Source: an optimization exercise on an open RTL-to-GDS flow (aim: small area and a short achievable clock period). Production flows keep margins and buffers that such runs may drop. At most, simulation tests tie the RTL to the original design; equivalence was not proved. No functional check of the RTL was part of run 7. In every run shown here, the design's own scripts or RTL, not TritonCTS, make the clock network. No driver is modelled on the clock port, so clock power and skew are understated where the tree is cut down; a real chip needs a root buffer or a tree. Power and IR drop assume default switching activity.

==> design.v <==
module lightpipe_recv(
    input mclk,
    input rst,
    input adat,
    output reg wclk,
    output reg [23:0] word0,
    output reg [23:0] word1,
    output reg [23:0] word2,
    output reg [23:0] word3,
    output reg [23:0] word4,
    output reg [23:0] word5,
    output reg [23:0] word6,
    output reg [23:0] word7,
    output reg [3:0] user
);
reg reset_d, reset_dd;
reg in_d, in_dd, in_ddd;
reg transition;      
reg [5:0] accum;
reg dbit;
wire strobe = accum[1] & accum[0];
always @(posedge mclk) begin
    reset_d <= ~rst;
    reset_dd <= reset_d;
end
always @(posedge mclk)
    if (reset_dd) {in_d, in_dd, in_ddd, transition} <= 4'b0;
    else {in_d, in_dd, in_ddd, transition} <= {adat, in_d, in_dd, in_dd ^ in_ddd};
always @(posedge mclk)
    if (reset_dd || transition) accum <= 6'd0;
    else accum <= accum + 6'd1;
always @(posedge mclk)
    if (reset_dd) dbit <= 1'b0;
    else if (transition) dbit <= 1'b1;
    else if (accum == 6'd4) dbit <= 1'b0;
reg [7:0] framebit;
reg nloss_d;
reg [29:1] sr;
wire stb_next = ~reset_dd & ~transition & accum[1] & ~accum[0];
wire loss_s = accum[5];
wire resync = strobe & ~loss_s & ~nloss_d;
wire [23:0] oword = {sr[29:26], sr[24:21], sr[19:16], sr[14:11], sr[9:6], sr[4:1]};
always @(posedge mclk)
    if (!rst) nloss_d <= 1'b1;
    else if (strobe) nloss_d <= ~loss_s;
always @(posedge mclk)
    if (!rst) framebit <= 8'd0;
    else if (resync) framebit <= 8'd252;
    else if (strobe) framebit <= framebit + 8'd1;
reg at0, at128;
reg [7:0] ldw;
wire ld_pre = stb_next & (loss_s | nloss_d);
wire [7:0] ldw_pre = {
    ld_pre & (framebit == 8'd240), ld_pre & (framebit == 8'd210),
    ld_pre & (framebit == 8'd180), ld_pre & (framebit == 8'd150),
    ld_pre & (framebit == 8'd120), ld_pre & (framebit == 8'd90),
    ld_pre & (framebit == 8'd60),  ld_pre & (framebit == 8'd30)};
wire [7:0] ldw_d;
wire at128_d, fb0_or_reset;
gate_and #(9) u_ldw (.a({ldw_pre, stb_next & (framebit == 8'd128)}), .b({9{rst}}), .y({ldw_d, at128_d}));
orn #(1) u_at0 (.a(framebit == 8'd0), .b_n(rst), .y(fb0_or_reset));
always @(posedge mclk) begin
    at0 <= stb_next & fb0_or_reset;
    at128 <= at128_d;
    ldw <= ldw_d;
end
wire ls, hs;
loadhold u_shs (.sel(strobe), .en(rst), .load(ls), .hold(hs));
wire [29:1] sr_d;
ao22 #(29) u_sr (.a({29{ls}}), .b({dbit, sr[29:2]}), .c({29{hs}}), .d(sr), .y(sr_d));
always @(posedge mclk) sr <= sr_d;
wire lu, hu;
loadhold u_suser (.sel(at0), .en(rst), .load(lu), .hold(hu));
wire [3:0] user_d;
ao22 #(4) u_user (.a({4{lu}}), .b(sr[29:26]), .c({4{hu}}), .d(user), .y(user_d));
always @(posedge mclk) user <= user_d;
always @(posedge mclk)
    if (!rst) wclk <= 1'b0;
    else if (at0) wclk <= 1'b1;
    else if (at128) wclk <= 1'b0;
wire [7:0] L, L1, H;
loadhold #(8) u_sw (.sel(ldw), .en({8{rst}}), .load(L), .hold(H));
orn #(8) u_sw1 (.a(ldw), .b_n({8{rst}}), .y(L1));
wire [7:0] o1_lo;
orn #(8) u_o1 (.a(oword[7:0]), .b_n({8{rst}}), .y(o1_lo));
wire [23:0] o1 = {oword[23:8], o1_lo};
wire [23:0] d0, d1, d2, d3, d4, d5, d6, d7;
ao22 #(24) u_w0 (.a({24{L[0]}}), .b(oword), .c({24{H[0]}}), .d(word0), .y(d0));
ao22 #(24) u_w1 (.a({{16{L[1]}}, {8{L1[1]}}}), .b(o1), .c({24{H[1]}}), .d(word1), .y(d1));
ao22 #(24) u_w2 (.a({24{L[2]}}), .b(oword), .c({24{H[2]}}), .d(word2), .y(d2));
ao22 #(24) u_w3 (.a({{16{L[3]}}, {8{L1[3]}}}), .b(o1), .c({24{H[3]}}), .d(word3), .y(d3));
ao22 #(24) u_w4 (.a({24{L[4]}}), .b(oword), .c({24{H[4]}}), .d(word4), .y(d4));
ao22 #(24) u_w5 (.a({{16{L[5]}}, {8{L1[5]}}}), .b(o1), .c({24{H[5]}}), .d(word5), .y(d5));
ao22 #(24) u_w6 (.a({24{L[6]}}), .b(oword), .c({24{H[6]}}), .d(word6), .y(d6));
ao22 #(24) u_w7 (.a({{16{L[7]}}, {8{L1[7]}}}), .b(o1), .c({24{H[7]}}), .d(word7), .y(d7));
always @(posedge mclk) begin
    word0 <= d0; word1 <= d1; word2 <= d2; word3 <= d3;
    word4 <= d4; word5 <= d5; word6 <= d6; word7 <= d7;
end
endmodule
module ao22 #(parameter W = 1) (
    input [W-1:0] a,
    input [W-1:0] b,
    input [W-1:0] c,
    input [W-1:0] d,
    output [W-1:0] y
);
assign y = (a & b) | (c & d);
endmodule
module loadhold #(parameter W = 1) (
    input [W-1:0] sel,
    input [W-1:0] en,
    output [W-1:0] load,
    output [W-1:0] hold
);
assign load = sel & en;
assign hold = ~sel & en;
endmodule
module orn #(parameter W = 1) (
    input [W-1:0] a,
    input [W-1:0] b_n,
    output [W-1:0] y
);
assign y = a | ~b_n;
endmodule
module gate_and #(parameter W = 1) (
    input [W-1:0] a,
    input [W-1:0] b,
    output [W-1:0] y
);
assign y = a & b;
endmodule
==> flow/run.sh <==
#!/bin/bash
# Standard synthesis and layout (standard.sh), except: the ports are buffered
# by the smallest buffer, and the clock tree is a two-level tree built by
# flow/cts.tcl (settings in flow/cts.env).
set -euo pipefail
HERE=$(pwd)
export BUFFER_PORTS_ARGS="-buffer_cell sky130_fd_sc_hd__buf_1"
export PRE_CTS_TCL=$HERE/flow/cts.tcl
export CLOCK_PORT=mclk
source $HERE/flow/cts.env
bash standard.sh > make.log 2>&1
==> flow/cts.env <==
export ROOT_BUF=sky130_fd_sc_hd__inv_16
export LEAF_BUF=sky130_fd_sc_hd__inv_16
export ROOT_COUNT=4
export LEAF_SINKS=26
==> flow/cts.tcl <==
# Clock tree built here in place of TritonCTS: the clock port drives a few
# root buffers (or inverters), each of which drives leaf buffers (or
# inverters), one per cluster of flip-flops (k-means on their placed
# positions). With inverters at both levels the clock keeps its polarity. Sourced by ORFS's cts.tcl
# as PRE_CTS_TCL; it then does what the rest of cts.tcl does and writes the
# CTS results itself.

proc kmeans {pts k} {
  # pts: list of {x y}; returns list of cluster index per point
  set n [llength $pts]
  set sorted [lsort -real -index 0 [lmap p $pts {set p}]]
  set cx {}; set cy {}
  for {set i 0} {$i < $k} {incr i} {
    set s [lindex $sorted [expr {int(($i + 0.5) * $n / $k)}]]
    lappend cx [lindex $s 0]; lappend cy [lindex $s 1]
  }
  for {set iter 0} {$iter < 60} {incr iter} {
    set assign {}
    foreach p $pts {
      set best 0; set bd 1e30
      for {set i 0} {$i < $k} {incr i} {
        set d [expr {abs([lindex $p 0] - [lindex $cx $i]) + abs([lindex $p 1] - [lindex $cy $i])}]
        if {$d < $bd} { set bd $d; set best $i }
      }
      lappend assign $best
    }
    set sx [lrepeat $k 0.0]; set sy [lrepeat $k 0.0]; set sc [lrepeat $k 0]
    foreach p $pts a $assign {
      lset sx $a [expr {[lindex $sx $a] + [lindex $p 0]}]
      lset sy $a [expr {[lindex $sy $a] + [lindex $p 1]}]
      lset sc $a [expr {[lindex $sc $a] + 1}]
    }
    for {set i 0} {$i < $k} {incr i} {
      if {[lindex $sc $i] > 0} {
        lset cx $i [expr {[lindex $sx $i] / [lindex $sc $i]}]
        lset cy $i [expr {[lindex $sy $i] / [lindex $sc $i]}]
      }
    }
  }
  return [list $assign $cx $cy $sc]
}

set db [ord::get_db]
set block [ord::get_db_block]
set clkport [$block findBTerm $::env(CLOCK_PORT)]
set clknet [$clkport getNet]
set leaf_master [$db findMaster $::env(LEAF_BUF)]
set root_master [$db findMaster $::env(ROOT_BUF)]
set nroot $::env(ROOT_COUNT)
proc out_pin {master} {
  foreach mt [$master getMTerms] {
    if {[$mt getSigType] == "SIGNAL" && [$mt getIoType] == "OUTPUT"} { return [$mt getName] }
  }
}
proc in_pin {master} {
  foreach mt [$master getMTerms] {
    if {[$mt getSigType] == "SIGNAL" && [$mt getIoType] == "INPUT"} { return [$mt getName] }
  }
}
set root_in [in_pin $root_master]; set root_out [out_pin $root_master]
set leaf_in [in_pin $leaf_master]; set leaf_out [out_pin $leaf_master]

set sinks {}; set pts {}
foreach it [$clknet getITerms] {
  set bb [[$it getInst] getBBox]
  lappend sinks $it
  lappend pts [list [expr {([$bb xMin] + [$bb xMax]) / 2.0}] [expr {([$bb yMin] + [$bb yMax]) / 2.0}]]
}
set n [llength $sinks]
set k [expr {int(ceil(double($n) / $::env(LEAF_SINKS)))}]
lassign [kmeans $pts $k] assign cx cy sc
puts "custom cts: $n sinks, $k leaf clusters, sizes $sc"

set leaves {}; set lpts {}
for {set i 0} {$i < $k} {incr i} {
  if {[lindex $sc $i] == 0} { lappend leaves {}; continue }
  lappend leaves $i
  lappend lpts [list [lindex $cx $i] [lindex $cy $i]]
}
lassign [kmeans $lpts $nroot] rassign rcx rcy rsc
puts "custom cts: $nroot root clusters, sizes $rsc"

set rootnets {}
for {set r 0} {$r < $nroot} {incr r} {
  if {[lindex $rsc $r] == 0} { lappend rootnets {}; continue }
  set b [odb::dbInst_create $block $root_master clkbuf_root_$r]
  $b setLocation [expr {int([lindex $rcx $r])}] [expr {int([lindex $rcy $r])}]
  $b setPlacementStatus PLACED
  set net [odb::dbNet_create $block clknet_root_$r]
  $net setSigType CLOCK
  [$b findITerm $root_in] connect $clknet
  [$b findITerm $root_out] connect $net
  lappend rootnets $net
}
set leafnet [dict create]
foreach i $leaves r $rassign {
  set b [odb::dbInst_create $block $leaf_master clkbuf_leaf_$i]
  $b setLocation [expr {int([lindex $cx $i])}] [expr {int([lindex $cy $i])}]
  $b setPlacementStatus PLACED
  set net [odb::dbNet_create $block clknet_leaf_$i]
  $net setSigType CLOCK
  [$b findITerm $leaf_in] connect [lindex $rootnets $r]
  [$b findITerm $leaf_out] connect $net
  dict set leafnet $i $net
}
foreach it $sinks a $assign {
  set inst [$it getInst]
  set dt [$inst isDoNotTouch]
  $inst setDoNotTouch 0
  $it disconnect
  $it connect [dict get $leafnet $a]
  $inst setDoNotTouch $dt
}

set_propagated_clock [all_clocks]
set_placement_padding -global \
  -left $::env(CELL_PAD_IN_SITES_DETAIL_PLACEMENT) \
  -right $::env(CELL_PAD_IN_SITES_DETAIL_PLACEMENT)
detailed_placement
log_cmd estimate_parasitics -placement
report_clock_skew
report_clock_latency

repair_timing_helper
detailed_placement
check_placement -verbose
report_metrics 4 "cts final"
orfs_write_db $::env(RESULTS_DIR)/4_1_cts.odb
orfs_write_sdc $::env(RESULTS_DIR)/4_cts.sdc
exit
==> standard.sh <==
#!/bin/bash
# synth_recipe.tcl (not shown) runs the flow's synth.tcl, then flattens the netlist and writes it again
# the make line also repeats each setting of config.mk as NAME=value (left out here)
make -C /OpenROAD-flow-scripts/flow DESIGN_CONFIG=/design/flow/config.mk WORK_HOME=/design/flow/orfs CLKGATE_MAP_FILE= SYNTH_SCRIPT=/design/flow/synth_recipe.tcl "${@:-finish}"
==> config.mk <==
export PLATFORM = sky130hd
export DESIGN_NAME = lightpipe_recv
export DESIGN_NICKNAME = lightpipe_recv
export VERILOG_FILES = /design/flow/design.v
export SDC_FILE = /design/flow/constraint.sdc
export NUM_CORES = 4
export LEC_CHECK = 0
export CAP_MARGIN = 20
export CORE_MARGIN = 2
export CORE_UTILIZATION = 55
export PLACE_DENSITY = 0.7
export SETUP_SLACK_MARGIN = 1.58
export SLEW_MARGIN = 20
export SYNTH_HIERARCHICAL = 1
==> constraint.sdc <==
create_clock -name core_clock -period 3.0 [get_ports {mclk}]
set_input_delay 0.6000 -clock core_clock [delete_from_list [all_inputs] [get_ports {mclk}]]
set_output_delay 0.6000 -clock core_clock [all_outputs]
set_load 0.01 [all_outputs]
==> results of run 1 <==
[registers in the layout, indices dropped and copies added (netlist names), 4 cells and up]
signal	count
ldw	8
framebit	8
word4	24
accum	6
word7	24
word3	24
sr	29
word2	24
word6	24
word1	24
user	4
word0	24
word5	24
[per-layer routing]
metal	vias up	wire length [um]
met5	-	0
met4	0	521
met3	36	1380
met2	270	10900
met1	3235	9580
li1	2918	-
[power by group through the flow]
stage	Sequential (mW)	Clock [mW]	Combinational, mW
2_1_floorplan	3.60	0	0.110
3_3_place_gp	3.58	0	0.215
3_5_place_dp	3.59	0	0.219
4_1_cts	3.51	1.61	0.253
5_1_grt	3.51	1.73	0.307
6_report	3.51	1.60	0.287
[critical path: stages]
cell    delay, ns
buf_6        0.13
buf_12       0.13
buf_4        0.13
and2_4       0.19
a22o_1       0.25
[how the worst min path moves through the flow]
stage               end  startpoint  cells past startpoint  slack, ns
3_3_place_gp   reset_dd     reset_d                      0       0.32
2_1_floorplan  reset_dd     reset_d                      0       0.31
5_1_grt        reset_dd     reset_d                      0       0.33
6_report       reset_dd     reset_d                      0       0.33
4_1_cts        reset_dd     reset_d                      0       0.33
3_5_place_dp   reset_dd     reset_d                      0       0.32
[timing repair]
action,in CTS,in global routing
setup endpoints to repair,232,154
gates cloned,4,6
buffers inserted,7,7
pin swaps,2,8
gates resized for setup,42,28
[cells in the final DEF, fill, tap and decap left out, drive strengths merged, types with 2 or more instances in the layout]
cell    count
dfxtp     258
buf       228
a22o      225
inv        22
and2       22
nor2       19
nand2b     13
nor2b      12
nand2       9
nand3       6
a21oi       6
ha          5
xnor2       4
xor2        4
clkbuf      4
and2b       4
o21ai       3
nor4        3
nand4       2
or3         2
o31a        2
[final cells by class]
class,count,area [sq um],share of cell area [%]
Inverter,22,310,3.14
Multi-Input combinational cell,357,2950,29.8
Tap cell,184,230,2.33
Timing Repair Buffer,233,1220,12.3
Sequential cell,258,5180,52.4
==> impl_metrics.env, run 1 <==
export IMPL_status="no timing/DRC/antenna violations"
export IMPL_drt_wl_total_mm=22.4
export IMPL_ctsHoldBuffers=0
export IMPL_ant_nets=0
export IMPL_dp_cells=1016
export IMPL_power_switching_mw=1.46
export IMPL_power_frac_comb_pct=5.3
export IMPL_fin_cells=1054
export IMPL_fin_crit_sh_pct=47.0
export IMPL_dpl_cell_area_sq_mm=0.00911
export IMPL_netSwitchingFraction_pct=27.0
export IMPL_place_congestion=0.865
export IMPL_critPathLaunchType="input port"
export IMPL_grt_max_degree=36
export IMPL_cp_required_ns=3.03
export IMPL_min_period_ns=1.41
export IMPL_clk_pin_slew_ns=0.08
export IMPL_fin_util_pct=68.6
export IMPL_post_route_drc_count=0
export IMPL_fin_nets=880
export IMPL_wl_per_cell_um=21.3
export IMPL_grt_pass1_wl_mm=33.7
export IMPL_finalPower_mw=5.39
export IMPL_die_h_um=125
export IMPL_tightest_slew_ns=0.533
export IMPL_use_met3_pct=2.96
export IMPL_pwr_share_seq_pct=65.1
export IMPL_syn_area_sq_mm=0.00804
export IMPL_n_fill_cell=1105
export IMPL_start_util_pct=55.7
export IMPL_drv_slew=0
export IMPL_design_area_sq_mm=0.00989
export IMPL_met2_usage_pct=45.5
export IMPL_dp_hpwl_mm=14.1
export IMPL_cp_max_fo=15
export IMPL_grt_use_total_pct=26.1
export IMPL_r2r_start="framebit[1]"
export IMPL_max_cap_violations=0
export IMPL_r2r_slack_ns=1.61
export IMPL_final_hold_violation_count=0
export IMPL_io_buffers=199
export IMPL_min_delay_path_class="reg2reg"
export IMPL_worst_slack_ns=1.59
export IMPL_setup_tns_ns=0
export IMPL_dr_pass1_iters=5
export IMPL_routed_via_density=6.13
export IMPL_hold_slack_ns=0.330
export IMPL_vias=6459
export IMPL_p_int_mw=3.94
export IMPL_rows=44
export IMPL_diodes=0
export IMPL_drive_gt1_share_pct=10.8
export IMPL_worst_endpoint_arrival_ns=1.44
export IMPL_end_kind="register"
export IMPL_grt_met1_usage_pct=35.2
export IMPL_syn_area_per_cell_sq_um=12.9
export IMPL_core_sq_mm=0.0144
export IMPL_fin_skew_ns=0.0237
export IMPL_clockPowerShare_pct=29.6
export IMPL_cp_endpoint="sr[12]"
export IMPL_antenna_found_initial=0
export IMPL_rr_worst_depth=7
export IMPL_pin_count=200
export IMPL_ir_worst_vdd_v=0.000392
export IMPL_pre_cts_ws_ns=0.965
export IMPL_clk_latency_ns=0.14
export IMPL_rsz0062_at_grt="true"
export IMPL_top_usage_layer="met2"
export IMPL_crit_type="in2reg"
export IMPL_r2r_end="ldw[5]"
export IMPL_area_delta_synth_final_pct=23.1
export IMPL_yosys_warnings=7
export IMPL_slew_headroom_pct=64.4
export IMPL_drtIter0Drc=543
export IMPL_setup_viol=0
export IMPL_cp_startpoint="rst"
export IMPL_gr_total_overflow=0
export IMPL_clock_fmax_mhz=709
export IMPL_dieArea_sq_mm=0.0156
export IMPL_leakage_nw=3.80
export IMPL_syn_nets=633
export IMPL_powerDensity_mw_per_mm2=545
export IMPL_syn_inst=625
export IMPL_die_x_um=125
export IMPL_first_global_vias=6062
==> run 2, diff against run 1 <==
--- a/config.mk
+++ b/config.mk
@@ -9,6 +9,6 @@
 export CORE_MARGIN = 2
 export CORE_UTILIZATION = 55
 export PLACE_DENSITY = 0.7
-export SETUP_SLACK_MARGIN = 1.58
+export SETUP_SLACK_MARGIN = 1.68
 export SLEW_MARGIN = 20
 export SYNTH_HIERARCHICAL = 1
==> impl_metrics.env, run 2 <==
export IMPL_status="no timing/DRC/antenna violations"
export IMPL_clock_fmax_mhz=699
export IMPL_ff_latch_area_sq_mm=0.00519
export IMPL_fin_crit_sh_pct=47.7
export IMPL_syn_nets=633
export IMPL_worst_endpoint_arrival_ns=1.51
export IMPL_cp_endpoint="ldw[5]"
export IMPL_routed_via_density=6.36
export IMPL_grt_use_total_pct=29.5
export IMPL_clockPowerShare_pct=29.0
export IMPL_die_x_um=125
export IMPL_ant_nets=0
export IMPL_finalPower_mw=5.55
export IMPL_gr_total_overflow=0
export IMPL_rsz0062_at_grt="true"
export IMPL_yosys_warnings=7
export IMPL_dpl_cell_area_sq_mm=0.00907
export IMPL_drv_slew=0
export IMPL_r2r_start="reset_dd"
export IMPL_ir_worst_vdd_v=0.000447
export IMPL_slew_headroom_pct=63.4
export IMPL_dp_hpwl_mm=14.0
export IMPL_dr_pass1_iters=5
export IMPL_cp_required_ns=3.08
export IMPL_cp_top_family="simple AND/OR/NAND/NOR gates"
export IMPL_drive_gt1_share_pct=17.4
export IMPL_antenna_found_initial=0
export IMPL_fin_nets=929
export IMPL_clk_pin_slew_ns=0.08
export IMPL_power_frac_comb_pct=7.7
export IMPL_tightest_slew_ns=0.548
export IMPL_leakage_nw=4.26
export IMPL_critPathMaxStageDelay_ns=0.37
export IMPL_die_h_um=125
export IMPL_area_delta_synth_final_pct=34.3
export IMPL_powerDensity_mw_per_mm2=514
export IMPL_ctsHoldBuffers=0
export IMPL_critPathLaunchType="register"
export IMPL_fin_skew_ns=0.0310
export IMPL_place_congestion=0.816
export IMPL_critical_path_depth=5
export IMPL_design_area_sq_mm=0.0108
export IMPL_min_period_ns=1.43
export IMPL_grt_pass1_wl_mm=37.2
export IMPL_n_fill_cell=938
export IMPL_grt_max_degree=33
export IMPL_crit_buf_inv=1
export IMPL_pin_count=200
export IMPL_cp_slowest_cell="nor4b_4"
export IMPL_diodes=0
export IMPL_r2r_slack_ns=1.57
export IMPL_largest_reg_flops=29
export IMPL_setup_viol=0
export IMPL_dieArea_sq_mm=0.0156
export IMPL_drt_wl_total_mm=26.9
export IMPL_multiInputGateArea_sq_mm=0.00322
export IMPL_cp_startpoint="reset_dd"
export IMPL_pwr_share_seq_pct=63.3
export IMPL_cp_cell_sequence="nor4b_4 -> o211ai_1 -> buf_4 -> nor2_2 -> and2_1"
export IMPL_first_global_vias=6479
export IMPL_io_buffers=199
export IMPL_clk_latency_ns=0.15
export IMPL_worst_slack_ns=1.57
export IMPL_syn_area_sq_mm=0.00804
export IMPL_power_switching_mw=1.52
export IMPL_hold_slack_ns=0.331
export IMPL_end_kind="register"
export IMPL_fin_util_pct=74.8
export IMPL_setup_tns_ns=0
export IMPL_rows=44
export IMPL_min_delay_path_class="reg2reg"
export IMPL_final_hold_violation_count=0
export IMPL_core_sq_mm=0.0144
export IMPL_dp_cells=1003
export IMPL_wl_per_cell_um=24.4
export IMPL_r2r_end="ldw[5]"
export IMPL_start_util_pct=55.7
export IMPL_netSwitchingFraction_pct=27.3
export IMPL_rr_worst_depth=5
export IMPL_post_route_drc_count=0
export IMPL_largest_register="sr"
export IMPL_layout_commonest_cell="dfxtp_1"
export IMPL_cp_max_fo=4
export IMPL_max_cap_violations=0
export IMPL_syn_inst=625
export IMPL_crit_type="reg2reg"
export IMPL_min_path_cells=0
export IMPL_p_int_mw=4.03
export IMPL_fin_cells=1103
export IMPL_drtIter0Drc=759
export IMPL_final_cell_mix="dfxtp_1 (249), a22o_1 (225), buf_1 (193), and2_4 (21), buf_6 (18)"
export IMPL_vias=7014
export IMPL_pre_cts_ws_ns=0.978
export IMPL_syn_area_per_cell_sq_um=12.9
run 2: worst min path at each step:
stage	from	endpoint
after floorplan	reset_d	reset_dd
final	reset_d	reset_dd
after CTS	reset_d	reset_dd
after global routing	reset_d	reset_dd
after global placement	reset_d	reset_dd
after detailed placement	reset_d	reset_dd
run 2: area by class of cell:
| type | instances | area share, % |
|---|---|---|
| inverters | 22 | 2.88 |
| multi-input cells | 375 | 29.8 |
| flip-flops and latches | 258 | 48.1 |
| well taps | 184 | 2.13 |
| repair buffers | 264 | 17.1 |
run 2: per-layer routing:
metal / up-vias / track usage [%] / wire length, um
li1: 3034 / - / -
met4: 0 / 7.45 / 732
met3: 61 / 2.88 / 2350
met1: 3479 / 41.2 / 10900
met5: - / 0 / 0
met2: 440 / 49.5 / 12900
run 2: power by group through the flow:
stage	clock network (mW)	logic (mW)	registers, mW
finish	1.61	0.430	3.51
global placement	0	0.208	3.59
floorplan	0	0.115	3.60
detailed placement	0	0.213	3.59
global route	1.74	0.448	3.51
CTS	1.61	0.349	3.51
run 2: worst reg2reg max path: cells and delay by family (launching register included):
| family | cells | cell delay [ns] |
|---|---|---|
| AOI/OAI and AO/OA | 1 | 0.24 |
| DFF | 1 | 0.36 |
| buffers and inverters | 1 | 0.19 |
| and+or+nand+nor | 3 | 0.59 |
run 2: repair_timing:
item                                    4_1_cts  5_1_grt
resized for setup                            75       36
cloned                                       24       18
pin swaps                                    37      166
setup buffers                                35        9
endpoints found under the setup margin      241      221
==> run 3, diff against run 2 <==
--- a/config.mk
+++ b/config.mk
@@ -9,6 +9,6 @@
 export CORE_MARGIN = 2
 export CORE_UTILIZATION = 55
 export PLACE_DENSITY = 0.7
-export SETUP_SLACK_MARGIN = 1.68
+export SETUP_SLACK_MARGIN = 1.62
 export SLEW_MARGIN = 20
 export SYNTH_HIERARCHICAL = 1
==> impl_metrics.env, run 3 <==
export IMPL_status="no timing/DRC/antenna violations"
export IMPL_ir_worst_vdd_v=0.000514
export IMPL_syn_area_per_cell_sq_um=12.9
export IMPL_pin_count=200
export IMPL_die_x_um=125
export IMPL_slew_headroom_pct=66.1
export IMPL_cp_required_ns=3.05
export IMPL_netSwitchingFraction_pct=26.8
export IMPL_place_congestion=0.815
export IMPL_critPathLaunchType="register"
export IMPL_drtIter0Drc=486
export IMPL_layout_commonest_cell="dfxtp_1"
export IMPL_worst_endpoint_arrival_ns=1.43
export IMPL_tightest_slew_ns=0.506
export IMPL_yosys_warnings=7
export IMPL_fin_nets=872
export IMPL_final_cell_mix="dfxtp_1 (250), a22o_1 (225), buf_1 (198), nor2_1 (19), nor2b_4 (15)"
export IMPL_largest_reg_flops=29
export IMPL_fin_crit_sh_pct=46.3
export IMPL_dr_pass1_iters=5
export IMPL_p_int_mw=3.92
export IMPL_final_hold_violation_count=0
export IMPL_clk_latency_ns=0.16
export IMPL_largest_register="sr"
export IMPL_clk_pin_slew_ns=0.10
export IMPL_max_cap_violations=0
export IMPL_cp_max_fo=14
export IMPL_fin_skew_ns=0.0528
export IMPL_finalPower_mw=5.36
export IMPL_grt_pass1_wl_mm=34.9
export IMPL_power_switching_mw=1.43
export IMPL_drv_slew=0
export IMPL_area_delta_synth_final_pct=21.6
export IMPL_core_sq_mm=0.0144
export IMPL_syn_area_sq_mm=0.00804
export IMPL_end_kind="register"
export IMPL_clock_fmax_mhz=720
export IMPL_dpl_cell_area_sq_mm=0.00909
export IMPL_first_global_vias=6069
export IMPL_design_area_sq_mm=0.00977
export IMPL_die_h_um=125
export IMPL_vias=6420
export IMPL_syn_nets=633
export IMPL_leakage_nw=3.77
export IMPL_rsz0062_at_grt="true"
export IMPL_syn_inst=625
export IMPL_setup_tns_ns=0
export IMPL_dp_hpwl_mm=14.1
export IMPL_dieArea_sq_mm=0.0156
export IMPL_setup_viol=0
export IMPL_drt_wl_total_mm=22.8
export IMPL_crit_type="reg2reg"
export IMPL_rows=44
export IMPL_pwr_share_seq_pct=65.6
export IMPL_ant_nets=0
export IMPL_drive_gt1_share_pct=9.74
export IMPL_powerDensity_mw_per_mm2=548
export IMPL_min_delay_path_class="reg2reg"
export IMPL_io_buffers=199
export IMPL_n_fill_cell=1151
export IMPL_diodes=0
export IMPL_start_util_pct=55.7
export IMPL_min_period_ns=1.39
export IMPL_clockPowerShare_pct=29.5
export IMPL_routed_via_density=6.14
export IMPL_post_route_drc_count=0
export IMPL_grt_max_degree=40
export IMPL_power_frac_comb_pct=4.9
export IMPL_ctsHoldBuffers=0
export IMPL_wl_per_cell_um=21.8
export IMPL_grt_use_total_pct=27.2
export IMPL_gr_total_overflow=0
export IMPL_antenna_found_initial=0
[run 3: timing repair]
action / in CTS / in global routing
setup endpoints to repair: 246 / 91
pin swaps: 6 / 8
setup buffers: 9 / 2
resized for setup: 42 / 7
endpoints found under the hold margin: 0 / 0
cloned: 9 / 4
[run 3: path summary, 6_finish.rpt]
| kind | start | end | slack [ns] | cells past startpoint |
|---|---|---|---|---|
| min reg2reg | reset_d | reset_dd | 0.33 | 0 |
| max | accum[0] | sr[7] | 1.61 | 4 |
| max reg2reg | accum[0] | sr[7] | 1.61 | 4 |
| min | reset_d | reset_dd | 0.33 | 0 |
[run 3: power by group through the flow]
stage | clock [mW] | sequential (mW) | combinational (mW)
final | 1.58 | 3.51 | 0.263
after global routing | 1.73 | 3.52 | 0.281
after CTS | 1.60 | 3.51 | 0.249
after detailed placement | 0 | 3.59 | 0.217
after global placement | 0 | 3.59 | 0.213
after floorplan | 0 | 3.60 | 0.114
[run 3: routing by layer]
| metal | global-route usage, % | vias up | share of wire (%) |
|---|---|---|---|
| li1 | - | 2905 | - |
| met1 | 37.5 | 3207 | 43 |
| met2 | 45.5 | 271 | 48 |
| met3 | 3.78 | 37 | 7.1 |
| met4 | 6.99 | 0 | 2.5 |
| met5 | 0 | - | 0 |
[run 3: layout make-up]
cell class | count | area (sq um) | area share (%)
Tap cell | 184 | 230 | 2.36
Multi-Input combinational cell | 362 | 3030 | 31.0
Timing Repair Buffer | 220 | 1020 | 10.5
Sequential cell | 258 | 5180 | 53.0
Inverter | 22 | 310 | 3.18
[run 3: critical path, stage by stage, from the launching register on]
cell and delay (ns):
dfxtp_4 0.38, ha_4 0.19, clkbuf_2 0.18, and2_2 0.30, a22o_1 0.26
[run 3: per-stage QoR]
| step | instances | worst slack, ns | hold WS [ns] | utilization (%) |
|---|---|---|---|---|
| finish | 1046 | 1.61 | 0.334 | 67.7 |
| global route | 1046 | 1.53 | 0.341 | 67.7 |
| CTS | 1040 | 1.57 | 0.337 | 67.1 |
| detailed placement | 1008 | 0.755 | 0.321 | 63.0 |
| global placement | 1008 | 0.854 | 0.317 | 63.0 |
| floorplan | 625 | 1.64 | 0.310 | - |
==> run 4, diff against run 3 <==
--- a/flow/run.sh
+++ b/flow/run.sh
@@ -8,4 +8,5 @@
 export PRE_CTS_TCL=$HERE/flow/cts.tcl
 export CLOCK_PORT=mclk
 source $HERE/flow/cts.env
+export SKIP_GATE_CLONING=1
 bash standard.sh > make.log 2>&1
==> impl_metrics.env, run 4 <==
export IMPL_wl_per_cell_um=21.3
export IMPL_start_util_pct=55.7
export IMPL_dieArea_sq_mm=0.0156
export IMPL_core_sq_mm=0.0144
export IMPL_largest_register="sr"
export IMPL_dp_hpwl_mm=14.1
export IMPL_syn_nets=633
export IMPL_drtIter0Drc=502
export IMPL_min_period_ns=1.44
export IMPL_min_path_cells=0
export IMPL_design_area_sq_mm=0.00992
export IMPL_pin_count=200
export IMPL_diodes=0
export IMPL_power_frac_comb_pct=5.3
export IMPL_rows=44
export IMPL_grt_max_degree=40
export IMPL_first_global_vias=6200
export IMPL_ctsHoldBuffers=0
export IMPL_area_delta_synth_final_pct=23.4
export IMPL_clock_fmax_mhz=693
export IMPL_antenna_found_initial=0
export IMPL_drive_gt1_share_pct=12.2
export IMPL_cp_required_ns=3.04
export IMPL_grt_pass1_wl_mm=35.2
export IMPL_dpl_cell_area_sq_mm=0.00909
export IMPL_drt_wl_total_mm=22.7
export IMPL_syn_area_sq_mm=0.00804
export IMPL_fin_cells=1064
export IMPL_tightest_slew_ns=0.488
export IMPL_routed_via_density=6.08
export IMPL_ant_nets=0
export IMPL_powerDensity_mw_per_mm2=542
export IMPL_netSwitchingFraction_pct=26.8
export IMPL_slew_headroom_pct=67.4
export IMPL_syn_area_per_cell_sq_um=12.9
export IMPL_cp_cell_sequence="buf_12 -> buf_6 -> and2_4 -> buf_12 -> buf_12 -> a22o_1"
export IMPL_final_cell_mix="dfxtp_1 (250), a22o_1 (225), buf_1 (198), buf_4 (27), nor2_1 (16)"
export IMPL_crit_type="in2reg"
export IMPL_max_cap_violations=0
export IMPL_clk_pin_slew_ns=0.08
export IMPL_place_congestion=0.815
export IMPL_dr_pass1_iters=5
export IMPL_die_h_um=125
export IMPL_critPathMaxStageDelay_ns=0.22
export IMPL_cp_slowest_cell="a22o_1"
export IMPL_cp_top_family="buffers and inverters"
export IMPL_pwr_share_seq_pct=65.3
export IMPL_rr_worst_depth=4
export IMPL_whs_endpoint="reset_dd"
export IMPL_status="no timing/DRC/antenna violations"
export IMPL_min_delay_path_class="reg2reg"
export IMPL_p_int_mw=3.94
export IMPL_fin_nets=890
export IMPL_critPathLaunchType="input port"
export IMPL_crit_top_cell="buf_12"
export IMPL_fin_crit_sh_pct=48.1
export IMPL_r2r_slack_ns=1.61
export IMPL_cp_max_fo=13
export IMPL_gr_total_overflow=0
export IMPL_post_route_drc_count=0
export IMPL_ir_worst_vdd_v=0.000514
export IMPL_ff_latch_area_sq_mm=0.00518
export IMPL_yosys_warnings=7
export IMPL_vias=6464
export IMPL_drv_slew=0
export IMPL_setup_tns_ns=0
export IMPL_setup_viol=0
export IMPL_grt_use_total_pct=27.4
export IMPL_leakage_nw=3.84
export IMPL_largest_reg_flops=29
export IMPL_clockPowerShare_pct=29.4
export IMPL_crit_buf_inv=4
export IMPL_r2r_start="accum[0]"
export IMPL_r2r_end="sr[13]"
export IMPL_multiInputGateArea_sq_mm=0.00295
export IMPL_fin_skew_ns=0.0506
export IMPL_clk_latency_ns=0.16
export IMPL_hold_slack_ns=0.334
export IMPL_worst_endpoint_arrival_ns=1.48
export IMPL_fin_util_pct=68.7
export IMPL_power_switching_mw=1.44
export IMPL_syn_inst=625
export IMPL_io_buffers=199
export IMPL_final_hold_violation_count=0
export IMPL_end_kind="register"
export IMPL_die_x_um=125
export IMPL_rsz0062_at_grt="true"
export IMPL_min_from="reset_d"
export IMPL_layout_commonest_cell="dfxtp_1"
export IMPL_dp_cells=1008
export IMPL_n_fill_cell=1133
==> run 4: worst reg2reg max path, delay by kind of cell, from the launching register on <==
kind,cells,cell delay [ns]
compound gates,1,0.21
simple gates,1,0.36
buf+inv,1,0.18
flops,1,0.39
fa+ha+maj,1,0.17
==> run 4: area by class of cell <==
type                       instances  area share [%]
timing repair buffer             247            12.5
sequential                       258            52.3
inverter                          22            3.13
tap                              184            2.32
multi-input combinational        353            29.7
==> run 4: worst max-delay path by stage <==
| stage | from | endpoint | slack [ns] | depth (start not counted) |
|---|---|---|---|---|
| CTS | rst | word2[14] | 1.56 | 6 |
| floorplan | accum[0] | framebit[7] | 1.64 | 5 |
| detailed placement | rst | word6[3] | 0.76 | 3 |
| global route | accum[0] | ldw[1] | 1.53 | 4 |
| finish | rst | word2[20] | 1.56 | 6 |
| global placement | rst | word6[11] | 0.85 | 3 |
==> run 4: metrics by stage <==
| step | power (mW) | worst slack [ns] |
|---|---|---|
| 6_report | 5.38 | 1.56 |
| 3_5_place_dp | 3.80 | 0.755 |
| 2_1_floorplan | 3.71 | 1.64 |
| 4_1_cts | 5.39 | 1.56 |
| 3_3_place_gp | 3.80 | 0.854 |
| 5_1_grt | 5.56 | 1.53 |
==> run 4: timing repair <==
action / CTS / global route
resized for setup: 38 / 21
pin swaps: 11 / 8
buffers inserted: 39 / 3
setup endpoints to repair: 246 / 64
==> run 4: power by group through the flow <==
stage	Clock, mW	Combinational, mW	Sequential [mW]
final	1.58	0.286	3.51
after global routing	1.73	0.305	3.52
after floorplan	0	0.114	3.60
after detailed placement	0	0.217	3.59
after global placement	0	0.213	3.59
after CTS	1.60	0.275	3.51
==> run 4: per-layer routing <==
metal / vias to the layer above / global-route usage, % / part of all wire [%] / routed length, um
li1: 2927 / - / - / -
met1: 3225 / 37.1 / 42 / 9580
met2: 254 / 46.0 / 48 / 10900
met3: 58 / 3.91 / 6.4 / 1450
met4: 0 / 8.30 / 3.3 / 742
met5: - / 0 / 0 / 0
==> run 5, diff against run 4 <==
--- a/flow/run.sh
+++ b/flow/run.sh
@@ -8,5 +8,4 @@
 export PRE_CTS_TCL=$HERE/flow/cts.tcl
 export CLOCK_PORT=mclk
 source $HERE/flow/cts.env
-export SKIP_GATE_CLONING=1
 bash standard.sh > make.log 2>&1
==> flow/cts.env (replaced) <==
export ROOT_BUF=sky130_fd_sc_hd__inv_16
export LEAF_BUF=sky130_fd_sc_hd__inv_16
export ROOT_COUNT=4
export LEAF_SINKS=20
==> impl_metrics.env, run 5 <==
export IMPL_r2r_slack_ns=1.59
export IMPL_layout_commonest_cell="dfxtp_1"
export IMPL_largest_register="sr"
export IMPL_r2r_end="sr[7]"
export IMPL_drt_wl_total_mm=23.7
export IMPL_max_cap_violations=0
export IMPL_wl_per_cell_um=22.0
export IMPL_cp_max_fo=10
export IMPL_grt_max_degree=28
export IMPL_r2r_start="accum[0]"
export IMPL_fin_nets=902
export IMPL_syn_area_per_cell_sq_um=12.9
export IMPL_syn_area_sq_mm=0.00804
export IMPL_post_route_drc_count=0
export IMPL_fin_skew_ns=0.0278
export IMPL_min_delay_path_class="reg2reg"
export IMPL_die_h_um=125
export IMPL_io_buffers=199
export IMPL_slew_headroom_pct=66.0
export IMPL_syn_nets=633
export IMPL_grt_pass1_wl_mm=36.4
export IMPL_clk_pin_slew_ns=0.07
export IMPL_routed_via_density=6.12
export IMPL_min_path_cells=0
export IMPL_min_from="reset_d"
export IMPL_dp_hpwl_mm=14.1
export IMPL_place_congestion=0.815
export IMPL_largest_reg_flops=29
export IMPL_final_hold_violation_count=0
export IMPL_syn_inst=625
export IMPL_pin_count=200
export IMPL_area_delta_synth_final_pct=26.9
export IMPL_setup_tns_ns=0
export IMPL_leakage_nw=3.98
export IMPL_gr_total_overflow=0
export IMPL_diodes=0
export IMPL_grt_use_total_pct=28.7
export IMPL_drive_gt1_share_pct=13.3
export IMPL_dieArea_sq_mm=0.0156
export IMPL_drtIter0Drc=525
export IMPL_ctsHoldBuffers=0
export IMPL_cp_required_ns=3.03
export IMPL_yosys_warnings=7
export IMPL_rows=44
export IMPL_end_kind="register"
export IMPL_crit_type="reg2reg"
export IMPL_whs_endpoint="reset_dd"
export IMPL_worst_endpoint_arrival_ns=1.44
export IMPL_tightest_slew_ns=0.509
export IMPL_final_cell_mix="dfxtp_1 (251), a22o_1 (225), buf_1 (198), buf_4 (27), inv_16 (17)"
export IMPL_drv_slew=0
export IMPL_start_util_pct=55.7
export IMPL_die_x_um=125
export IMPL_powerDensity_mw_per_mm2=547
export IMPL_status="no timing/DRC/antenna violations"
export IMPL_rr_worst_depth=5
export IMPL_min_period_ns=1.41
export IMPL_first_global_vias=6227
export IMPL_rsz0062_at_grt="true"
export IMPL_dr_pass1_iters=4
export IMPL_setup_viol=0
export IMPL_vias=6585
export IMPL_clock_fmax_mhz=710
export IMPL_clk_latency_ns=0.15
export IMPL_fin_crit_sh_pct=46.9
export IMPL_finalPower_mw=5.58
export IMPL_core_sq_mm=0.0144
export IMPL_critPathLaunchType="register"
export IMPL_ant_nets=0
export IMPL_antenna_found_initial=0
export IMPL_ir_worst_vdd_v=0.000413
==> run 5: how the worst max path moves through the flow <==
stage | from | endpoint | slack, ns | cells past startpoint
final | accum[0] | sr[7] | 1.59 | 5
after global placement | rst | word6[11] | 0.85 | 3
after global routing | accum[0] | ldw[1] | 1.51 | 4
after CTS | accum[0] | sr[3] | 1.61 | 5
after detailed placement | rst | word6[3] | 0.76 | 3
after floorplan | accum[0] | framebit[7] | 1.64 | 5
==> run 5: critical path, cell delays in order (launching register included) <==
cell and delay, ns:
dfxtp_4 0.37, ha_4 0.19, buf_4 0.16, buf_4 0.15, and2_4 0.19, a22o_1 0.23
==> run 5: report_power, final <==
group	switching (mW)	total, mW	internal [mW]
Sequential	0.0356	3.51	3.48
Clock	1.35	1.75	0.391
Combinational	0.175	0.316	0.141
Total	1.57	5.58	4.01
==> run 5: cell type report <==
cell class	count	area, sq um
multi-input combinational	366	3090
timing repair buffer	243	1320
tap	184	230
sequential	258	5180
fill	1088	4230
inverter	25	370
==> run 5: metrics by stage <==
| stage | instance area, sq um | std cells | hold WS [ns] | util [%] | setup slack [ns] |
|---|---|---|---|---|---|
| 6_report | 10200 | 1076 | 0.332 | 70.7 | 1.59 |
| 5_1_grt | 10200 | 1076 | 0.341 | 70.7 | 1.51 |
| 4_1_cts | 9960 | 1062 | 0.335 | 69.0 | 1.61 |
| 3_5_place_dp | 9090 | 1008 | 0.321 | 63.0 | 0.755 |
| 3_3_place_gp | 9090 | 1008 | 0.317 | 63.0 | 0.854 |
| 2_1_floorplan | 8100 | 625 | 0.310 | - | 1.64 |
==> run 5: per-layer routing <==
layer,wire [um],GRT usage (%),vias up
li1,-,-,2980
met5,0,0,-
met1,10200,39.3,3284
met4,594,7.25,0
met2,11300,48.5,279
met3,1600,3.48,42
==> run 5: repair_timing <==
| action | in CTS | in global routing |
|---|---|---|
| gates cloned | 16 | 2 |
| endpoints found under the setup margin | 246 | 104 |
| pin swaps | 14 | 17 |
| resized for setup | 50 | 18 |
| setup buffers | 21 | 12 |
==> run 6, diff against run 5 <==
==> flow/cts.env (replaced) <==
export ROOT_BUF=sky130_fd_sc_hd__inv_16
export LEAF_BUF=sky130_fd_sc_hd__inv_16
export ROOT_COUNT=4
export LEAF_SINKS=32
==> impl_metrics.env, run 6 <==
export IMPL_status="no timing/DRC/antenna violations"
export IMPL_r2r_slack_ns=1.63
export IMPL_cp_slowest_cell="a22o_1"
export IMPL_whs_endpoint="reset_dd"
export IMPL_gr_total_overflow=0
export IMPL_start_util_pct=55.7
export IMPL_syn_nets=633
export IMPL_n_fill_cell=1145
export IMPL_min_delay_path_class="reg2reg"
export IMPL_io_buffers=199
export IMPL_largest_reg_flops=29
export IMPL_worst_endpoint_arrival_ns=1.44
export IMPL_fin_skew_ns=0.0450
export IMPL_antenna_found_initial=0
export IMPL_drt_wl_total_mm=23.5
export IMPL_max_cap_violations=0
export IMPL_cp_required_ns=3.03
export IMPL_cp_cell_sequence="buf_16 -> buf_8 -> and2_4 -> clkbuf_16 -> a22o_1"
export IMPL_core_sq_mm=0.0144
export IMPL_tightest_slew_ns=0.556
export IMPL_fin_crit_sh_pct=47.1
export IMPL_drv_slew=0
export IMPL_cp_top_family="buffers and inverters"
export IMPL_leakage_nw=3.81
export IMPL_hold_slack_ns=0.292
export IMPL_crit_buf_inv=3
export IMPL_cp_max_fo=6
export IMPL_min_from="reset_d"
export IMPL_setup_viol=0
export IMPL_worst_slack_ns=1.59
export IMPL_wl_per_cell_um=22.3
export IMPL_dp_cells=1008
export IMPL_die_x_um=125
export IMPL_clock_fmax_mhz=707
export IMPL_place_congestion=0.815
export IMPL_finalPower_mw=5.33
export IMPL_drive_gt1_share_pct=11.0
export IMPL_crit_type="in2reg"
export IMPL_grt_pass1_wl_mm=35.9
export IMPL_wl_met3_mm=1.83
export IMPL_ctsHoldBuffers=0
export IMPL_r2r_end="ldw[4]"
export IMPL_pwr_share_seq_pct=65.9
export IMPL_r2r_start="accum[0]"
export IMPL_syn_inst=625
export IMPL_ir_worst_vdd_v=0.000352
export IMPL_power_switching_mw=1.42
export IMPL_design_area_sq_mm=0.00989
export IMPL_largest_register="sr"
export IMPL_clockPowerShare_pct=28.8
export IMPL_critPathLaunchType="input port"
export IMPL_grt_max_degree=40
export IMPL_first_global_vias=6223
export IMPL_fin_nets=879
export IMPL_power_frac_comb_pct=5.3
export IMPL_fin_util_pct=68.6
export IMPL_diodes=0
export IMPL_layout_commonest_cell="dfxtp_1"
export IMPL_syn_area_sq_mm=0.00804
export IMPL_pin_count=200
export IMPL_powerDensity_mw_per_mm2=539
export IMPL_wl_met1_mm=9.95
export IMPL_rows=44
export IMPL_area_delta_synth_final_pct=23.1
export IMPL_end_kind="register"
export IMPL_p_int_mw=3.91
export IMPL_dp_hpwl_mm=14.1
export IMPL_dr_pass1_iters=5
export IMPL_rsz0062_at_grt="true"
export IMPL_final_cell_mix="dfxtp_1 (252), a22o_1 (225), buf_1 (198), nor2_1 (16)"
export IMPL_ant_nets=0
export IMPL_routed_via_density=6.17
export IMPL_critPathMaxStageDelay_ns=0.23
export IMPL_vias=6495
export IMPL_netSwitchingFraction_pct=26.7
export IMPL_grt_use_total_pct=28.1
export IMPL_pre_cts_ws_ns=0.755
export IMPL_syn_area_per_cell_sq_um=12.9
export IMPL_clk_latency_ns=0.15
export IMPL_die_h_um=125
export IMPL_drtIter0Drc=514
export IMPL_clk_pin_slew_ns=0.09
export IMPL_yosys_warnings=7
export IMPL_dpl_cell_area_sq_mm=0.00909
export IMPL_min_period_ns=1.41
export IMPL_final_hold_violation_count=0
export IMPL_fin_cells=1053
export IMPL_setup_tns_ns=0
export IMPL_post_route_drc_count=0
export IMPL_dieArea_sq_mm=0.0156
export IMPL_slew_headroom_pct=62.8
export IMPL_top_layer="met4"
export IMPL_min_path_cells=0
export IMPL_rr_worst_depth=5
export IMPL_wl_met2_mm=11.2
## run 6: changes by cell type in the layout (fill, tap and decap cells not counted), moves of 2 or more
cell,delta
and2_4,-2
buf_12,-6
buf_4,-12
inv_16,-4
nand2_1,-2
nand2_2,+2
## run 6: worst reg2reg max path: cells and delay by family, from the launching register on
kind	cells	cell delay [ns]
AO/OA/AOI/OAI	1	0.19
AND/OR/NAND/NOR	3	0.56
flip-flops	1	0.38
buffers and inverters	1	0.19
## run 6: metal layers
metal | GRT usage [%] | vias up
met4 | 6.80 | 0
met3 | 4.60 | 46
met5 | 0 | -
met2 | 46.7 | 299
met1 | 38.8 | 3231
li1 | - | 2919
## run 6: what timing repair did
action / CTS / global route
endpoints found under the hold margin: 0 / 0
cloned: 13 / 4
setup endpoints to repair: 245 / 115
pin swaps: 8 / 27
buffers inserted: 9 / 6
resized for setup: 44 / 23
## run 6: cell type report
| cell class | instances | area, sq um | area share (%) |
|---|---|---|---|
| timing repair buffer | 225 | 1110 | 11.2 |
| inverter | 21 | 290 | 2.93 |
| tap | 184 | 230 | 2.33 |
| sequential | 258 | 5180 | 52.4 |
| multi-input combinational | 365 | 3090 | 31.2 |
## run 6: power by group through the flow
stage	registers (mW)	logic (mW)	clock network [mW]
after global routing	3.52	0.299	1.70
after detailed placement	3.59	0.217	0
final	3.51	0.282	1.54
after CTS	3.51	0.258	1.56
after floorplan	3.60	0.114	0
after global placement	3.59	0.213	0
## run 6: worst max-delay path by stage
stage,to,depth (start not counted),from
finish,word2[11],5,rst
global route,ldw[1],4,accum[0]
CTS,word0[7],4,rst
detailed placement,word6[3],3,rst
global placement,word6[11],3,rst
floorplan,framebit[7],5,accum[0]
==> run 7, diff against run 6 <==
--- a/design.v
+++ b/design.v
@@ -18,7 +18,6 @@
 reg transition;      
 reg [5:0] accum;
 reg dbit;
-wire strobe = accum[1] & accum[0];
 always @(posedge mclk) begin
     reset_d <= ~rst;
     reset_dd <= reset_d;
@@ -37,6 +36,8 @@
 reg nloss_d;
 reg [29:1] sr;
 wire stb_next = ~reset_dd & ~transition & accum[1] & ~accum[0];
+reg strobe;      
+always @(posedge mclk) strobe <= stb_next;
 wire loss_s = accum[5];
 wire resync = strobe & ~loss_s & ~nloss_d;
 wire [23:0] oword = {sr[29:26], sr[24:21], sr[19:16], sr[14:11], sr[9:6], sr[4:1]};
==> flow/cts.env (replaced) <==
export ROOT_BUF=sky130_fd_sc_hd__inv_16
export LEAF_BUF=sky130_fd_sc_hd__inv_16
export ROOT_COUNT=4
export LEAF_SINKS=26
==> impl_metrics.env, run 7 <==
export IMPL_status="no timing/DRC/antenna violations"
export IMPL_core_sq_mm=0.0144
export IMPL_n_fill_cell=1078
export IMPL_powerDensity_mw_per_mm2=537
export IMPL_cp_top_family="buffers and inverters"
export IMPL_layout_commonest_cell="dfxtp_1"
export IMPL_drt_wl_total_mm=22.8
export IMPL_place_congestion=0.827
export IMPL_syn_area_sq_mm=0.00808
export IMPL_io_buffers=199
export IMPL_min_period_ns=1.42
export IMPL_min_delay_path_class="reg2reg"
export IMPL_critPathLaunchType="input port"
export IMPL_die_x_um=125
export IMPL_design_area_sq_mm=0.0100
export IMPL_syn_area_per_cell_sq_um=12.9
export IMPL_max_cap_violations=0
export IMPL_wl_per_cell_um=21.4
export IMPL_post_route_drc_count=0
export IMPL_diodes=0
export IMPL_first_global_vias=5813
export IMPL_slew_headroom_pct=65.9
export IMPL_ant_nets=0
export IMPL_setup_viol=0
export IMPL_antenna_found_initial=0
export IMPL_start_util_pct=56.0
export IMPL_yosys_warnings=7
export IMPL_cp_cell_sequence="buf_16 -> buf_6 -> and2_4 -> clkbuf_16 -> a22o_1"
export IMPL_cp_max_fo=8
export IMPL_die_h_um=125
export IMPL_grt_use_total_pct=26.4
export IMPL_worst_endpoint_arrival_ns=1.43
export IMPL_dpl_cell_area_sq_mm=0.00912
export IMPL_rows=44
export IMPL_fin_skew_ns=0.0328
export IMPL_crit_buf_inv=3
export IMPL_tightest_slew_ns=0.511
export IMPL_area_delta_synth_final_pct=24.4
export IMPL_fin_nets=887
export IMPL_clk_latency_ns=0.14
export IMPL_routed_via_density=6.08
export IMPL_final_cell_mix="dfxtp_1 (253), a22o_1 (225), buf_1 (198), buf_4 (24), nor2b_4 (16)"
export IMPL_clock_fmax_mhz=704
export IMPL_critPathMaxStageDelay_ns=0.23
export IMPL_clk_pin_slew_ns=0.07
export IMPL_cp_required_ns=3.01
export IMPL_largest_reg_flops=29
export IMPL_cp_slowest_cell="a22o_1"
export IMPL_gr_total_overflow=0
export IMPL_end_kind="register"
export IMPL_dp_hpwl_mm=14.0
export IMPL_fin_crit_sh_pct=47.3
export IMPL_syn_inst=625
export IMPL_setup_tns_ns=0
export IMPL_syn_nets=633
export IMPL_drv_slew=0
export IMPL_vias=6447
export IMPL_final_hold_violation_count=0
export IMPL_pin_count=200
export IMPL_rsz0062_at_grt="true"
export IMPL_crit_type="in2reg"
export IMPL_dieArea_sq_mm=0.0157
export IMPL_ff_latch_area_sq_mm=0.00520
export IMPL_leakage_nw=3.89
export IMPL_multiInputGateArea_sq_mm=0.00306
export IMPL_drive_gt1_share_pct=11.5
export IMPL_ir_worst_vdd_v=0.000354
export IMPL_grt_pass1_wl_mm=33.9
export IMPL_dr_pass1_iters=5
export IMPL_fin_util_pct=69.6
export IMPL_largest_register="sr"
export IMPL_drtIter0Drc=570
export IMPL_grt_max_degree=33
[run 7: cell types whose count changed in the layout (fill, tap and decap cells not counted), moves of 4 or more]
cell	before	now
buf_4	15	24
buf_12	2	8
nand2b_1	9	4
nand2b_4	0	5
nor2_1	16	12
nor3_1	1	5
[run 7: final cells by class]
type                       count  share of cell area (%)
tap                          184                    2.29
timing repair buffer         237                    12.4
inverter                      22                    3.09
multi-input combinational    359                    30.4
sequential                   259                    51.7
[run 7: timing repair]
action                                  4_1_cts  5_1_grt
gates resized for setup                      50        9
cloned                                        9        4
pin swaps                                     6       14
buffers inserted                             17        9
hold buffers                                  0        0
endpoints found under the setup margin      244      120
[run 7: metrics by stage]
step / worst slack [ns] / cells / total power, mW / hold slack, ns
finish: 1.58 / 1061 / 5.39 / 0.325
global placement: 0.887 / 1008 / 3.81 / 0.317
floorplan: 1.63 / 625 / 3.73 / 0.310
global route: 1.56 / 1061 / 5.57 / 0.326
detailed placement: 0.814 / 1008 / 3.82 / 0.313
CTS: 1.55 / 1048 / 5.39 / 0.325
[run 7: power breakdown]
group / internal, mW / leakage, nW / switching (mW)
clock: 0.340 / 0.137 / 1.24
sequential: 3.49 / 2.10 / 0.0363
combinational: 0.123 / 1.65 / 0.162
[run 7: worst paths after layout]
check	slack (ns)	endpoint	depth (start not counted)	start
max	1.58	word0[20]	5	rst
min	0.33	reset_dd	0	reset_d
max reg2reg	1.63	ldw[1]	4	reset_dd
min reg2reg	0.33	reset_dd	0	reset_d
[run 7: metal layers]
| metal | vias to the layer above | routed length, um | GRT usage (%) |
|---|---|---|---|
| met3 | 44 | 1390 | 3.12 |
| met4 | 0 | 608 | 6.14 |
| met5 | - | 0 | 0 |
| met1 | 3224 | 9910 | 37.0 |
| met2 | 241 | 10900 | 44.4 |
| li1 | 2938 | - | - |
==> run 8, diff against run 7 <==
--- a/design.v
+++ b/design.v
@@ -18,6 +18,7 @@
 reg transition;      
 reg [5:0] accum;
 reg dbit;
+wire strobe = accum[1] & accum[0];
 always @(posedge mclk) begin
     reset_d <= ~rst;
     reset_dd <= reset_d;
@@ -36,8 +37,6 @@
 reg nloss_d;
 reg [29:1] sr;
 wire stb_next = ~reset_dd & ~transition & accum[1] & ~accum[0];
-reg strobe;      
-always @(posedge mclk) strobe <= stb_next;
 wire loss_s = accum[5];
 wire resync = strobe & ~loss_s & ~nloss_d;
 wire [23:0] oword = {sr[29:26], sr[24:21], sr[19:16], sr[14:11], sr[9:6], sr[4:1]};
--- a/config.mk
+++ b/config.mk
@@ -7,8 +7,8 @@
 export LEC_CHECK = 0
 export CAP_MARGIN = 20
 export CORE_MARGIN = 2
-export CORE_UTILIZATION = 55
-export PLACE_DENSITY = 0.7
+export CORE_UTILIZATION = 60
+export PLACE_DENSITY = 0.72
 export SETUP_SLACK_MARGIN = 1.62
 export SLEW_MARGIN = 20
 export SYNTH_HIERARCHICAL = 1
==> impl_metrics.env, run 8 <==
export IMPL_ff_latch_area_sq_mm=0.00518
export IMPL_ctsHoldBuffers=0
export IMPL_io_buffers=199
export IMPL_drtIter0Drc=693
export IMPL_hold_slack_ns=0.329
export IMPL_tightest_slew_ns=0.516
export IMPL_antenna_found_initial=0
export IMPL_critPathLaunchType="input port"
export IMPL_power_frac_comb_pct=6.2
export IMPL_area_delta_synth_final_pct=28.6
export IMPL_place_congestion=0.864
export IMPL_yosys_warnings=7
export IMPL_start_util_pct=61.2
export IMPL_first_global_vias=6208
export IMPL_drt_wl_total_mm=24.1
export IMPL_dieArea_sq_mm=0.0143
export IMPL_clock_fmax_mhz=708
export IMPL_n_fill_cell=862
export IMPL_end_kind="register"
export IMPL_setup_viol=0
export IMPL_powerDensity_mw_per_mm2=526
export IMPL_post_route_drc_count=0
export IMPL_cp_required_ns=3.04
export IMPL_die_h_um=120
export IMPL_crit_type="in2reg"
export IMPL_grt_max_degree=32
export IMPL_r2r_start="reset_dd"
export IMPL_final_hold_violation_count=0
export IMPL_ir_worst_vdd_v=0.000409
export IMPL_syn_area_sq_mm=0.00804
export IMPL_grt_use_total_pct=31.7
export IMPL_routed_via_density=6.27
export IMPL_largest_reg_flops=29
export IMPL_die_x_um=120
export IMPL_layout_commonest_cell="dfxtp_1"
export IMPL_diodes=0
export IMPL_pwr_share_seq_pct=64.7
export IMPL_final_cell_mix="dfxtp_1 (252), a22o_1 (225), buf_1 (198), buf_4 (21)"
export IMPL_wl_per_cell_um=22.5
export IMPL_cp_max_fo=8
export IMPL_fin_skew_ns=0.0438
export IMPL_ant_nets=0
export IMPL_rows=42
export IMPL_min_delay_path_class="reg2reg"
export IMPL_power_switching_mw=1.46
export IMPL_min_from="reset_d"
export IMPL_worst_endpoint_arrival_ns=1.46
export IMPL_syn_inst=625
export IMPL_rsz0062_at_grt="true"
export IMPL_max_cap_violations=0
export IMPL_min_period_ns=1.41
export IMPL_netSwitchingFraction_pct=26.9
export IMPL_fin_nets=904
export IMPL_status="no timing/DRC/antenna violations"
export IMPL_drv_slew=0
export IMPL_clk_pin_slew_ns=0.09
export IMPL_p_int_mw=3.97
export IMPL_syn_nets=633
export IMPL_largest_register="sr"
export IMPL_gr_total_overflow=0
export IMPL_core_sq_mm=0.0131
export IMPL_vias=6707
export IMPL_multiInputGateArea_sq_mm=0.00309
export IMPL_fin_crit_sh_pct=47.1
export IMPL_pin_count=200
export IMPL_grt_pass1_wl_mm=36.2
export IMPL_clockPowerShare_pct=29.2
export IMPL_leakage_nw=4.04
export IMPL_clk_latency_ns=0.15
export IMPL_cp_startpoint="rst"
export IMPL_slew_headroom_pct=65.5
export IMPL_dp_hpwl_mm=13.8
export IMPL_dr_pass1_iters=5
export IMPL_syn_area_per_cell_sq_um=12.9
export IMPL_drive_gt1_share_pct=13.4
export IMPL_setup_tns_ns=0
## run 8: final timing paths
| kind | slack [ns] | endpoint | cells after the start |
|---|---|---|---|
| max | 1.59 | word0[10] | 5 |
| min | 0.33 | reset_dd | 0 |
| max reg2reg | 1.62 | ldw[6] | 5 |
| min reg2reg | 0.33 | reset_dd | 0 |
## run 8: cell type report
cell class                 instances  share of cell area [%]
inverter                          22                    3.00
multi-input combinational        364                    29.9
sequential                       258                    50.1
tap                              176                    2.13
timing repair buffer             250                    14.8
## run 8: power groups by stage
stage | Clock, mW | Combinational [mW] | Sequential (mW)
final | 1.58 | 0.335 | 3.51
after CTS | 1.59 | 0.309 | 3.51
after global placement | 0 | 0.207 | 3.58
after global routing | 1.73 | 0.354 | 3.51
after floorplan | 0 | 0.114 | 3.60
after detailed placement | 0 | 0.212 | 3.59
## run 8: per-layer routing
layer  track usage, %  vias up  part of all wire, %
met5                0        -                    0
met4             9.71        0                  2.9
met3             3.66       59                  7.5
met2             53.5      370                   49
met1             43.1     3291                   41
li1                 -     2987                    -
## run 8: critical path, cell delays in order
cell and delay, ns:
buf_12 0.13, buf_12 0.13, and2_4 0.18, clkbuf_16 0.18, a22o_1 0.22
## run 8: through the flow
step / cell area [sq um] / instances / util, % / total power [mW] / setup WS [ns]
5_1_grt: 10300 / 1070 / 78.6 / 5.59 / 1.56
4_1_cts: 10100 / 1060 / 77.1 / 5.41 / 1.60
3_3_place_gp: 9070 / 998 / 69.0 / 3.79 / 0.943
2_1_floorplan: 8100 / 625 / - / 3.71 / 1.64
6_report: 10300 / 1070 / 78.6 / 5.43 / 1.59
3_5_place_dp: 9070 / 998 / 69.0 / 3.80 / 0.903
## run 8: timing repair
action | in CTS | in global routing
setup endpoints to repair | 234 | 84
setup buffers | 31 | 7
resized for setup | 64 | 13
cloned | 17 | 3
pin swaps | 8 | 30
==> run 9, diff against run 8 <==
--- a/config.mk
+++ b/config.mk
@@ -7,8 +7,8 @@
 export LEC_CHECK = 0
 export CAP_MARGIN = 20
 export CORE_MARGIN = 2
-export CORE_UTILIZATION = 60
-export PLACE_DENSITY = 0.72
+export CORE_UTILIZATION = 50
+export PLACE_DENSITY = 0.68
 export SETUP_SLACK_MARGIN = 1.62
 export SLEW_MARGIN = 20
 export SYNTH_HIERARCHICAL = 1
==> impl_metrics.env, run 9 <==
export IMPL_rows=46
export IMPL_netSwitchingFraction_pct=26.9
export IMPL_vias=6712
export IMPL_post_route_drc_count=0
export IMPL_worst_endpoint_arrival_ns=1.46
export IMPL_min_period_ns=1.43
export IMPL_drtIter0Drc=535
export IMPL_place_congestion=0.830
export IMPL_syn_area_sq_mm=0.00804
export IMPL_area_delta_synth_final_pct=30.5
export IMPL_dr_pass1_iters=5
export IMPL_clock_fmax_mhz=699
export IMPL_io_buffers=199
export IMPL_max_cap_violations=0
export IMPL_clockPowerShare_pct=29.2
export IMPL_clk_pin_slew_ns=0.07
export IMPL_syn_area_per_cell_sq_um=12.9
export IMPL_pwr_share_seq_pct=64.8
export IMPL_gr_total_overflow=0
export IMPL_critPathLaunchType="input port"
export IMPL_status="no timing/DRC/antenna violations"
export IMPL_clk_latency_ns=0.14
export IMPL_cp_slowest_cell="a22o_1"
export IMPL_largest_register="sr"
export IMPL_antenna_found_initial=0
export IMPL_ant_nets=0
export IMPL_fin_cells=1118
export IMPL_worst_slack_ns=1.57
export IMPL_min_delay_path_class="reg2reg"
export IMPL_final_hold_violation_count=0
export IMPL_end_kind="register"
export IMPL_grt_max_degree=34
export IMPL_dp_cells=1039
export IMPL_core_sq_mm=0.0158
export IMPL_fin_nets=912
export IMPL_die_h_um=131
export IMPL_leakage_nw=4.08
export IMPL_crit_buf_inv=3
export IMPL_final_cell_mix="dfxtp_1 (253), a22o_1 (225), buf_1 (198), buf_4 (28), nor2_1 (18)"
export IMPL_syn_nets=633
export IMPL_cp_cell_sequence="buf_12 -> buf_12 -> and2_4 -> clkbuf_16 -> a22o_1"
export IMPL_start_util_pct=51.0
export IMPL_wl_per_cell_um=22.4
export IMPL_tightest_slew_ns=0.521
export IMPL_powerDensity_mw_per_mm2=517
export IMPL_hold_slack_ns=0.327
export IMPL_cp_max_fo=7
export IMPL_syn_inst=625
export IMPL_routed_via_density=6.00
export IMPL_drive_gt1_share_pct=13.6
export IMPL_drv_slew=0
export IMPL_pre_cts_ws_ns=0.796
export IMPL_critPathMaxStageDelay_ns=0.22
export IMPL_crit_top_cell="buf_12"
export IMPL_diodes=0
export IMPL_cp_top_family="buffers and inverters"
export IMPL_p_int_mw=3.96
export IMPL_crit_type="in2reg"
export IMPL_largest_reg_flops=29
export IMPL_dp_hpwl_mm=14.3
export IMPL_grt_use_total_pct=26.0
export IMPL_grt_pass1_wl_mm=35.1
export IMPL_first_global_vias=6140
export IMPL_ir_worst_vdd_v=0.000388
export IMPL_fin_skew_ns=0.0307
export IMPL_power_switching_mw=1.46
export IMPL_dieArea_sq_mm=0.0171
export IMPL_layout_commonest_cell="dfxtp_1"
export IMPL_slew_headroom_pct=65.2
export IMPL_setup_viol=0
export IMPL_rsz0062_at_grt="true"
export IMPL_fin_crit_sh_pct=47.7
export IMPL_pin_count=200
export IMPL_power_frac_comb_pct=6.0
export IMPL_die_x_um=131
export IMPL_setup_tns_ns=0
export IMPL_drt_wl_total_mm=25.0
export IMPL_cp_required_ns=3.03
export IMPL_yosys_warnings=7
## run 9: stage by stage
stage / cell area [sq um] / total power [mW] / util, %
global placement: 9130 / 3.80 / 57.9
detailed placement: 9130 / 3.80 / 57.9
floorplan: 8100 / 3.71 / -
finish: 10500 / 5.42 / 66.5
CTS: 10100 / 5.43 / 64.2
global route: 10500 / 5.58 / 66.5
## run 9: worst paths after layout
check / startpoint / slack [ns] / cells past startpoint / to
max: rst / 1.57 / 5 / word0[21]
min reg2reg: reset_d / 0.33 / 0 / reset_dd
max reg2reg: reset_dd / 1.60 / 4 / ldw[1]
min: reset_d / 0.33 / 0 / reset_dd
## run 9: worst register-to-register path, cell delays in order (launching register included)
cell and delay [ns]:
dfxtp_4 0.37, nor4b_4 0.39, o211ai_1 0.27, nor4_2 0.18, and2_1 0.15
## run 9: final cells by class
cell class | instances | area (sq um)
fill | 1210 | 5290
sequential | 258 | 5180
multi-input combinational | 362 | 3050
timing repair buffer | 260 | 1680
inverter | 22 | 310
tap | 216 | 270
## run 9: repair_timing
item                       CTS  global route
hold buffers                 0             0
setup buffers               35             5
resized for setup           52            17
cloned                      12            13
setup endpoints to repair  239           163
pin swaps                    7            56
## run 9: power by group through the flow
| stage | Sequential [mW] | Combinational [mW] | Clock (mW) |
|---|---|---|---|
| floorplan | 3.60 | 0.114 | 0 |
| global placement | 3.59 | 0.209 | 0 |
| CTS | 3.51 | 0.306 | 1.61 |
| finish | 3.51 | 0.326 | 1.58 |
| global route | 3.52 | 0.347 | 1.72 |
| detailed placement | 3.59 | 0.213 | 0 |
## run 9: metal layers
metal / global-route usage (%) / up-vias / share of wire [%]
met5: 0 / - / 0
met2: 45.0 / 315 / 48
met4: 4.88 / 0 / 2.0
met3: 3.05 / 40 / 7.1
met1: 35.5 / 3380 / 43
li1: - / 2977 / -

==> re-timing with driven ports <==
How much do the figures lean on ideal ports? The routed layouts below were timed once more, with nothing changed but the port constraints. Step 1: set_driving_cell puts a clkbuf_16 on mclk and a buf_2 on each other input, an assumption about the parent block. Step 2 moves the port delays by t, midway between the first and last clock arrival at a register: inputs arrive t later, outputs are due t later. That takes back most of the time a late clock gives input paths. Slacks: no drivers / after step 1 / after step 2; pairs: no drivers / after step 1.
| run | t, ns | setup slack, ns | latest minus earliest clock arrival (ns) | slew at the worst register clock pin (ns) |
|---|---|---|---|---|
| run 1 | 0.318 | 1.590 / 1.506 / 1.428 | 0.029 / 0.031 | 0.10 / 0.11 |
| run 2 | 0.323 | 1.570 / 1.477 / 1.354 | 0.031 / 0.040 | 0.09 / 0.10 |
| run 3 | 0.329 | 1.612 / 1.476 / 1.322 | 0.053 / 0.065 | 0.11 / 0.11 |
| run 4 | 0.326 | 1.558 / 1.490 / 1.369 | 0.052 / 0.063 | 0.11 / 0.11 |
| run 5 | 0.322 | 1.592 / 1.512 / 1.321 | 0.038 / 0.039 | 0.08 / 0.08 |
| run 6 | 0.313 | 1.586 / 1.503 / 1.295 | 0.046 / 0.054 | 0.11 / 0.11 |
| run 7 | 0.325 | 1.580 / 1.484 / 1.347 | 0.035 / 0.048 | 0.09 / 0.09 |
| run 8 | 0.317 | 1.588 / 1.496 / 1.420 | 0.046 / 0.057 | 0.09 / 0.09 |
| run 9 | 0.315 | 1.570 / 1.492 / 1.364 | 0.040 / 0.062 | 0.10 / 0.10 |
After both steps setup and hold are still met in every run listed. The setup slack of run 6, which loses most, moves by -0.083 ns with the drivers and by -0.291 ns with both steps.
